Source: an optimization exercise on an open RTL-to-GDS flow (aim: small area and few clock cycles). Production flows keep margins and buffers that such runs may drop.
At most, simulation tests tie the RTL to the original design; equivalence was not proved.
Power and IR drop assume default switching activity.

## mul_divider
module mul_divider
#(parameter RM = 2, parameter RD = 2)
(
    input   wire    rst,
    input   wire    clk,
    output  wire    muldiv_int,
                                        input   wire    muldiv_cn_wctrl,
                                        input   wire    muldiv_ar_wctrl,
    output  wire  [7:0] muldiv_br,      input   wire    muldiv_br_wctrl,
    output  wire  [7:0] muldiv_hr,      input   wire    muldiv_hr_wctrl,
    output  wire  [7:0] muldiv_cr,      input   wire    muldiv_cr_wctrl,
    input   wire  [7:0] dbus_wdata
  );
localparam NM = 8/RM;      
localparam ND = 16/RD;     
reg           muldiv_run;
reg           muldiv_f;
reg           muldiv_md;
reg   [1:0]   muldiv_sm;
reg   [7:0]   ar_reg;
reg   [7:0]   br_reg;
reg   [7:0]   hr_reg;
reg   [7:0]   cr_reg;
reg   [2:0]   cnt_reg;
assign  muldiv_br   =br_reg;
assign  muldiv_hr   =hr_reg;
assign  muldiv_cr   =cr_reg;
assign  muldiv_int  = muldiv_f;
wire  [7:0] a0 = muldiv_ar_wctrl ? dbus_wdata : ar_reg;
wire  [7:0] b0 = muldiv_br_wctrl ? dbus_wdata : br_reg;
wire  [7:0] h0 = muldiv_hr_wctrl ? dbus_wdata : hr_reg;
wire        start = (muldiv_cn_wctrl & dbus_wdata[5])
                  | (muldiv_ar_wctrl & (muldiv_sm==2'h1))
                  | (muldiv_br_wctrl & (muldiv_sm==2'h2))
                  | (muldiv_hr_wctrl & (muldiv_sm==2'h3));
wire        md_eff = muldiv_cn_wctrl ? dbus_wdata[3] : muldiv_md;
wire  [7:0]    m_h = start ? 8'h0 : hr_reg;
wire  [7:0]    m_c = start ? a0   : cr_reg;
wire  [RM+7:0] m_s = m_h + m_c[RM-1:0] * b0;
wire  [15:0]   m_next = {m_s, m_c[7:RM]};       
wire           m_last = (NM == 1) | (~start & (cnt_reg == NM-2));
reg   [7:0]  r_rem;
reg   [15:0] r_x;
reg   [8:0]  r_t;
reg   [9:0]  r_d;
integer j;
always @*
begin
  r_rem = start ? 8'h0 : cr_reg;
  r_x   = {h0, b0};
  for (j = 0; j < RD; j = j + 1)
  begin
    r_t   = {r_rem, r_x[15]};
    r_d   = {1'b0, r_t} - {2'b0, a0};
    r_rem = r_d[9] ? r_t[7:0] : r_d[7:0];
  ...
Size in the first run: roughly 420 cells after synthesis.
Settings: LEC_CHECK=0, ABC_AREA=0, CAP_MARGIN=20, CORE_MARGIN=2, CORE_UTILIZATION=40, GPL_TIMING_DRIVEN=0, SLEW_MARGIN=20; clock period 5.0 ns.
run.sh (not shown) runs the stock make flow with config.mk's settings and CLKGATE_MAP_FILE= SYNTH_SCRIPT=/design/flow/synth_recipe.tcl, a recipe that flattens the netlist after the stock synthesis.
Testbench counts at the start, summed over its fixed seeds: cycles 154,097.
Next try:
- ABC_AREA: 0 -> 1
Worst setup slack improved by 0.19 ns.
Cell area shrinks by about 7%.
Register-to-register slack improved by 0.66 ns.
Global-route usage shrinks by 0.31 points.
First-iteration DRC count grows by about 4.3%.
Maximum frequency grows by about 4%.

* * *

Another version of the RTL of mul_divider (not shown whole).
Size in the first run: about 540 cells after synthesis, about 41 flip-flops, roughly 3700 sq um of cells after synthesis.
==> flow/config.mk <==
export PLATFORM = sky130hd
export DESIGN_NAME = mul_divider
export DESIGN_NICKNAME = mul_divider
export VERILOG_FILES = /design/flow/design.v
export SDC_FILE = /design/flow/constraint.sdc
export NUM_CORES = 4
export LEC_CHECK = 0
export ABC_AREA = 1
export CAP_MARGIN = 20
export CORE_MARGIN = 2
export CORE_UTILIZATION = 65
export GPL_TIMING_DRIVEN = 0
export PLACE_DENSITY = 0.75
export SLEW_MARGIN = 20
==> flow/constraint.sdc <==
create_clock -name core_clock -period 5.0 [get_ports {clk}]
set_input_delay 1.0000 -clock core_clock [delete_from_list [all_inputs] [get_ports {clk}]]
set_output_delay 1.0000 -clock core_clock [all_outputs]
set_load 0.01 [all_outputs]
Then changed:
CORE_UTILIZATION = 40   (was 65)
GPL_TIMING_DRIVEN = not set   (was 0)
PLACE_DENSITY = not set   (was 0.75)
What happened: The changed run completed with no timing, DRC or antenna violations; area after synthesis stays the same; synthesized cell count stays the same; core utilization drops by 30 points; worst hold slack improved by 0.028 ns; worst setup slack gains 0.096 ns; non-clock buffer count grows by 16; via count came out lower by 3.8%.
No functional check of the RTL was part of any run of this note.

* * *

## wip/sierra
The RTL this note starts from:
==> flow/design.v <==
`timescale 1ns/1ns
module mul_divider
(
    input   wire    rst,
    input   wire    clk,
    output  wire    muldiv_int,
                                        input   wire    muldiv_cn_wctrl,
                                        input   wire    muldiv_ar_wctrl,
    output  wire  [7:0] muldiv_br,      input   wire    muldiv_br_wctrl,
    output  wire  [7:0] muldiv_hr,      input   wire    muldiv_hr_wctrl,
    output  wire  [7:0] muldiv_cr,      input   wire    muldiv_cr_wctrl,
    input   wire  [7:0] dbus_wdata
  );
reg           muldiv_f;
reg           muldiv_md;       
reg   [1:0]   muldiv_sm;       
reg   [7:0]   ar_reg;
reg   [7:0]   br_reg;
reg   [7:0]   hr_reg;
reg   [7:0]   cr_reg;
reg   [2:0]   cnt_reg;
wire          muldiv_run = |cnt_reg;
assign  muldiv_br   =br_reg;
assign  muldiv_hr   =hr_reg;
assign  muldiv_cr   =cr_reg;
assign  muldiv_int  = muldiv_f;
wire  [7:0] a0 = muldiv_ar_wctrl ? dbus_wdata : ar_reg;
wire  [7:0] b0 = muldiv_br_wctrl ? dbus_wdata : br_reg;
wire  [7:0] h0 = muldiv_hr_wctrl ? dbus_wdata : hr_reg;
wire        start = (muldiv_cn_wctrl & dbus_wdata[5])
                  | (muldiv_ar_wctrl & (muldiv_sm==2'h1))
                  | (muldiv_br_wctrl & (muldiv_sm==2'h2))
                  | (muldiv_hr_wctrl & (muldiv_sm==2'h3));
wire        md_eff = muldiv_cn_wctrl ? dbus_wdata[3] : muldiv_md;
wire        last   = ~start & (cnt_reg == 3'h7);
function [9:0] add9;
  input [8:0] a;
  input [8:0] b;
  input       cin;
  reg   [9:0] g, p, gg, pp, ng, np;
  integer i, l, d;
  begin
    g  = {a & b, cin};
    p  = {a ^ b, 1'b0};
    gg = g; pp = p;
    for (l = 0; l < 4; l = l + 1)
    begin
      d  = 1 << l;
      ng = gg; np = pp;
      for (i = 0; i < 10; i = i + 1)
        if ((i / d) % 2 == 1)
        begin
          ng[i] = gg[i] | (pp[i] & gg[(i / d) * d - 1]);
          np[i] = pp[i] & pp[(i / d) * d - 1];
        end
      gg = ng; pp = np;
    end
    add9 = {gg[9], p[9:1] ^ gg[8:0]};
  end
endfunction
wire  [7:0]    m_h = muldiv_run ? hr_reg : 8'h0;
wire  [7:0]    m_c = muldiv_run ? cr_reg : a0;
wire  [9:0]    m_s = m_h + m_c[1:0] * b0;
wire  [15:0]   m_next = {m_s, m_c[7:2]};
reg   [7:0]  r_rem;
reg   [15:0] r_x;
reg   [8:0]  r_t;
reg   [9:0]  r_d;
integer j;
always @*
begin
  r_rem = muldiv_run ? cr_reg : 8'h0;
  r_x   = {h0, b0};
  for (j = 0; j < 2; j = j + 1)
  begin
    r_t   = {r_rem, r_x[15]};
    r_d   = add9(r_t, ~{1'b0, a0}, 1'b1);
    r_d[9] = ~r_d[9];
    r_rem = r_d[9] ? r_t[7:0] : r_d[7:0];
    r_x   = {r_x[14:0], ~r_d[9]};
  end
end
always
@(negedge rst or posedge clk)
begin
  if(~rst)
  begin
    {muldiv_f,muldiv_md,muldiv_sm}<=4'h0;
    ar_reg <=8'h0;
    br_reg <=8'h0;
    hr_reg <=8'h0;
    cr_reg <=8'h0;
    cnt_reg <=3'h0;
  end
  else
  begin
    if(muldiv_cn_wctrl) begin {muldiv_f,muldiv_md,muldiv_sm}<={dbus_wdata[6],dbus_wdata[3],dbus_wdata[1:0]}; cnt_reg<=3'h0; end
    if(muldiv_ar_wctrl) ar_reg<=dbus_wdata;
    if(muldiv_br_wctrl) br_reg<=dbus_wdata;
    if(muldiv_hr_wctrl) hr_reg<=dbus_wdata;
    if(muldiv_cr_wctrl) cr_reg<=dbus_wdata;
    if(start | (muldiv_run & ~muldiv_cn_wctrl))
    begin
      cnt_reg <= start ? (md_eff ? 3'h1 : 3'h5) : cnt_reg + 1'b1;
      muldiv_f <= last;
      if(~md_eff)
        {hr_reg,cr_reg} <= m_next;
      else
      begin
        {hr_reg,br_reg} <= r_x;
        cr_reg <= r_rem;
      end
    end
  end
end
endmodule
export LEC_CHECK = 0
export ABC_AREA = 1
export CAP_MARGIN = 20
export CORE_MARGIN = 2
export CORE_UTILIZATION = 40
export GPL_TIMING_DRIVEN = 0
export SLEW_MARGIN = 20
create_clock -name core_clock -period 5.0 [get_ports {clk}]
standard.sh (not shown) runs the stock make flow with config.mk's settings and CLKGATE_MAP_FILE= SYNTH_SCRIPT=/design/flow/synth_recipe.tcl, a recipe that flattens the netlist after the stock synthesis.
==> flow/flow/run.sh <==
#!/bin/bash
# Standard layout (the standard.sh), with the port buffers made from the
# smallest buffer cell instead of the default one, and a clock tree without dummy loads.
export BUFFER_PORTS_ARGS="-buffer_cell sky130_fd_sc_hd__buf_1"
export CTS_ARGS="-repair_clock_nets -dont_use_dummy_load -buf_list {sky130_fd_sc_hd__clkbuf_4 sky130_fd_sc_hd__clkbuf_8}"
bash standard.sh > standard.log 2>&1
Testbench counts of wip/sierra, summed over its fixed seeds: cycles 154,097.
Setup changes, wip/sierra to wip/garnet
# wip/sierra
export LEC_CHECK = 0
export ABC_AREA = 1
export CAP_MARGIN = 20
export CORE_MARGIN = 2
export CORE_UTILIZATION = 40
export GPL_TIMING_DRIVEN = 0
export SLEW_MARGIN = 20
create_clock -name core_clock -period 5.0 [get_ports {clk}]
# wip/garnet
export LEC_CHECK = 0
export ABC_AREA = 1
export CAP_MARGIN = 20
export CORE_MARGIN = 2
export CORE_UTILIZATION = 60
export GPL_TIMING_DRIVEN = 0
export PLACE_DENSITY = 0.75
export SLEW_MARGIN = 20
create_clock -name core_clock -period 5.0 [get_ports {clk}]
==> flow/flow/run.sh <==
#!/bin/bash
# Standard layout (the standard.sh), with the port buffers made from the
# smallest buffer cell instead of the default one, and a clock tree without dummy loads.
export BUFFER_PORTS_ARGS="-buffer_cell sky130_fd_sc_hd__buf_1"
export CTS_ARGS="-sink_clustering_enable -repair_clock_nets -dont_use_dummy_load"
bash standard.sh > standard.log 2>&1
Notes after the runs:
wip/garnet: all stages complete, timing, DRC and antenna checks passed
Period utilization came out lower on wip/garnet than on wip/sierra.
Met3 capacity usage during global routing (lower): wip/sierra
Placement row count (higher): wip/sierra
wip/sierra → wip/garnet: internal power of the cells ~0 delta; wire length of the first global-routing pass decreased about 8%.
Any difference in clock network fraction of design power between wip/sierra and wip/garnet is small enough to ignore.
Here is what was changed in the inputs of wip/cedar compared with wip/garnet.
# wip/garnet
export LEC_CHECK = 0
export ABC_AREA = 1
export CAP_MARGIN = 20
export CORE_MARGIN = 2
export CORE_UTILIZATION = 60
export GPL_TIMING_DRIVEN = 0
export PLACE_DENSITY = 0.75
export SLEW_MARGIN = 20
create_clock -name core_clock -period 5.0 [get_ports {clk}]
# wip/cedar
export LEC_CHECK = 0
export ABC_AREA = 1
export CAP_MARGIN = 20
export CORE_MARGIN = 2
export CORE_UTILIZATION = 40
export GPL_TIMING_DRIVEN = 0
export SLEW_MARGIN = 20
create_clock -name core_clock -period 5.0 [get_ports {clk}]
Findings:
wip/cedar reached the final stage; the timing, design-rule and antenna checks on its layout passed.
wip/cedar reports a lower maximum number of pins on one net before global-route repair than wip/garnet does.
Higher clock period minus worst slack goes to wip/cedar over wip/garnet.
Status: longest individual stage delay on the worst path parity (wip/cedar, wip/garnet)
Status: clock group share of total power parity (wip/cedar, wip/garnet)
Diff wip/garnet -> wip/cedar: leakage power has remained practically unchanged, synthesized area has remained practically unchanged, routed wire length has increased.
Cell area | wip/cedar vs wip/garnet | wip/cedar larger
wip/cedar -> wip/garnet: post-CTS setup buffer count flat

-- static timing again, ports no longer ideal --
Ports are ideal in the flow. The routed layouts listed here were re-timed in OpenROAD. Step 1, drivers: a clkbuf_16 drives clk and a buf_2 each remaining input, both assumed. Step 2 adds t to the input delays and takes it off the output delays; t is the mean of the earliest and latest rising clock arrival at the registers after step 1. Input paths then give back, and output paths get back, about the clock's delay inside the block. Three values: ideal ports, drivers, drivers and shift; two values: the first two.
run	t (ns)	setup slack, ns	worst register clock-pin slew, ns
the first run of note 1	0.326	0.065 / 0.036 / -0.290	0.09 / 0.09
the second run of note 1	0.326	0.250 / 0.250 / -0.076	0.09 / 0.09
the first run of note 2	0.331	0.280 / 0.274 / -0.057	0.10 / 0.10
the second run of note 2	0.326	0.376 / 0.370 / 0.044	0.09 / 0.09
wip/sierra	0.325	0.414 / 0.419 / 0.094	0.09 / 0.09
wip/garnet	0.321	0.469 / 0.475 / 0.154	0.09 / 0.09
wip/cedar	0.325	0.414 / 0.419 / 0.094	0.09 / 0.09
With both steps, setup timing fails in the first run of note 1, the second run of note 1 and the first run of note 2, where it was met with ideal ports. For the first run of note 1, which loses most, drivers alone change the setup slack by -0.029 ns; drivers and shift together by -0.355 ns.
